Source: an optimization exercise on an open RTL-to-GDS flow (aim: a short achievable clock period and few clock cycles). Production flows keep margins and buffers that such runs may drop.
Only simulation tests tie the RTL to the original design; equivalence was not proved.

## ALU
module ALU #(
    parameter DATA_W = 32
)
(
    input                       i_clk,    
    input                       i_rst_n,  
    input                       i_valid,  
    input [DATA_W - 1 : 0]      i_A,      
    input [DATA_W - 1 : 0]      i_B,      
    input [         2 : 0]      i_inst,   
    output [2*DATA_W - 1 : 0]   o_data,   
    output                      o_done    
);
==> flow/config.mk <==
export PLATFORM = sky130hd
export DESIGN_NAME = ALU
export DESIGN_NICKNAME = ALU
export VERILOG_FILES = /design/flow/design.v
export SDC_FILE = /design/flow/constraint.sdc
export NUM_CORES = 4
export LEC_CHECK = 0
export CAP_MARGIN = 20
export CORE_MARGIN = 2
export CORE_UTILIZATION = 40
export SLEW_MARGIN = 20
==> flow/constraint.sdc <==
create_clock -name core_clock -period 10.0 [get_ports {i_clk}]
set_input_delay 2.0000 -clock core_clock [delete_from_list [all_inputs] [get_ports {i_clk}]]
set_output_delay 2.0000 -clock core_clock [all_outputs]
set_load 0.01 [all_outputs]
standard.sh (not shown) runs the stock make flow with config.mk's settings and CLKGATE_MAP_FILE= SYNTH_SCRIPT=/design/flow/synth_recipe.tcl, a recipe that flattens the netlist after the stock synthesis.
==> flow/flow/run.sh <==
#!/bin/bash
# The standard layout (standard.sh) with these changes:
#  - synthesis maps with a delay-oriented ABC script (flow/abc_fast.script) instead of
#    ORFS's abc_speed script; everything else in synth_recipe.tcl is kept as is
#  - full adders are left to ABC (no extract_fa / adder cell map); registers are unchanged
#  - port buffers are buf_4 cells rather than the default delay-cell choice
set -uo pipefail
W=$PWD
M=${MARGIN:-6}
{
  echo 'proc synth {args} { yosys synth -nofsm -noshare {*}$args }'
  echo "proc abc {args} { set i [lsearch \$args -script]; if {\$i >= 0} { lset args [expr {\$i+1}] $W/flow/abc_fast.script }; yosys abc {*}\$args }"
  tail -n +2 synth_recipe.tcl
} > my_synth.tcl
sed "s#SYNTH_SCRIPT=[^ ]*#SYNTH_SCRIPT=$W/my_synth.tcl#" standard.sh > my_standard.sh
K="SETUP_SLACK_MARGIN=$M TNS_END_PERCENT=10"
BP="BUFFER_PORTS_ARGS=-buffer_cell sky130_fd_sc_hd__buf_4"
bash my_standard.sh ADDER_MAP_FILE= synth > log_synth.txt 2>&1 || exit 1
bash my_standard.sh $K "$BP" floorplan > log_floorplan.txt 2>&1 || exit 1
bash my_standard.sh $K "$BP" place > log_place.txt 2>&1 || exit 1
bash my_standard.sh $K "$BP" cts > log_cts.txt 2>&1 || exit 1
bash my_standard.sh $K "$BP" route > log_route.txt 2>&1 || exit 1
bash my_standard.sh $K "$BP" finish > log_finish.txt 2>&1 || exit 1
test -f out/final.def
==> flow/flow/abc_fast.script <==
strash
&get -n
&st
&if -g -K 6
&st
&if -g -K 6
&st
&put
dch -f
map -D 1000
topo
stime -c
buffer -c
upsize -c
dnsize -c
Testbench counts at the start, summed over its fixed seeds: cycles 7,423.
Edit:
- CORE_UTILIZATION: 40 -> 35
Effect: The new run ran to the end with no violations. Sequential share of layout area hardly moves. Final cell count grows by 2.5%. Die area climbs by 14%. Setup slack improves by 120 ps. Count of clock-buffer cells in the layout is lower by 3. Non-clock buffer count drops by 25. Maximum frequency rose by 2.6%. Area after synthesis is unchanged.

--- another note on this design; it stands on its own ---

==> 06-15 <==
==> flow/design.v (excerpt) <==
module ALU #(
    parameter DATA_W = 32
)
(
    input                       i_clk,    
    input                       i_rst_n,  
    input                       i_valid,  
    input [DATA_W - 1 : 0]      i_A,      
    input [DATA_W - 1 : 0]      i_B,      
    input [         2 : 0]      i_inst,   
    output [2*DATA_W - 1 : 0]   o_data,   
    output                      o_done    
);
make LEC_CHECK=0 CAP_MARGIN=20 CORE_MARGIN=2 CORE_UTILIZATION=40 SETUP_SLACK_MARGIN=5 SLEW_MARGIN=20 TNS_END_PERCENT=100 finish   # period 10.0 ns
run.sh (not shown) runs the stock make flow with config.mk's settings and CLKGATE_MAP_FILE= SYNTH_SCRIPT=/design/flow/synth_recipe.tcl, a recipe that flattens the netlist after the stock synthesis.
==> 12-08 (differences from 06-15) <==
Settings changed: SETUP_SLACK_MARGIN 5 to not set, TNS_END_PERCENT 100 to not set.
==> notes <==
Against 12-08, the via count of 06-15 is higher by 3.8%.
Clock skew: 12-08 is lower than 06-15 (0.035 ns).
Against 06-15, the routed wire length of 12-08 is smaller by about 3.8%.
Fmax: 12-08 is lower than 06-15 (23%).
Between 06-15 and 12-08, the lower sequential share of layout area is in 06-15 (gap 1.7 points).
In 06-15 the global-route usage is higher than in 12-08, by 1.1 points.
Of 06-15 and 12-08, 06-15 has the higher non-clock buffer count (gap 375).
Between 06-15 and 12-08, the lower count of clock-buffer cells in the layout is in 06-15 (gap 4).
==> figures <==
                                                                            06-15                    12-08
Unrepaired setup endpoints after global routing                               yes                       no
Cell type of the slowest stage on the worst timing path  sky130_fd_sc_hd__a221o_2  sky130_fd_sc_hd__and2_1
Post-placement setup slack                                                1.75 ns                  1.56 ns
Run status                                       no timing/DRC/antenna violations  no timing/DRC/antenna violations
Met1 Resource Use GR                                                        45.9%                    45.5%
Cell area reported after detailed placement                          76,300 sq um             75,700 sq um
GR Layer Usage met2                                                         52.1%                    50.7%
Highest net fanout along the worst path                                         5                       12
Signal inverters                                                            1,390                    1,386
Ratio of routed vias to standard cells                                       5.96                     5.95
Clock tree cell share of total cell area                                    3.25%                    3.54%
Area occupied by multi-input gates                                   54,300 sq um             50,700 sq um
Met3 capacity usage during global routing                                   10.9%                    8.54%
Iteration-0 DRC Markers                                                     7,783                    7,749
Largest stage delay, worst path                                           0.50 ns                  0.55 ns
Min Hold Slack                                                           0.613 ns                 0.625 ns
Testbench counts of 06-15, summed over its fixed seeds: cycles 7,298.
Testbench counts of 12-08, summed over its fixed seeds: cycles 7,298.

[port drivers added, routing unchanged]
No port has a modelled driver above. Below, the same layouts with a new extraction and two added sets of constraints.
Step 1 assumes that a clkbuf_16 drives the clock port and a buf_2 every other input.
Step 2, shift: input delay + t, output delay - t, t = (earliest + latest rising clock arrival at the registers) / 2. This alone moves slack from input paths to output paths.
Slacks: ideal / step 1 / step 2; pairs: ideal / step 1.
| run | t (ns) | setup WS [ns] | cell pins on the clock port's net |
|---|---|---|---|
| the first run of note 1 | 0.870 | 5.541 / 5.508 / 4.638 | 1 |
| the second run of note 1 | 0.860 | 5.656 / 5.517 / 4.657 | 1 |
| 06-15 | 0.830 | 3.431 / 3.431 / 3.138 | 1 |
| 12-08 | 0.811 | 1.508 / 1.508 / 1.508 | 1 |
After both steps every run listed still meets setup and hold. For the second run of note 1, which loses most, drivers alone change the setup slack by -0.139 ns; drivers and shift together by -0.999 ns.
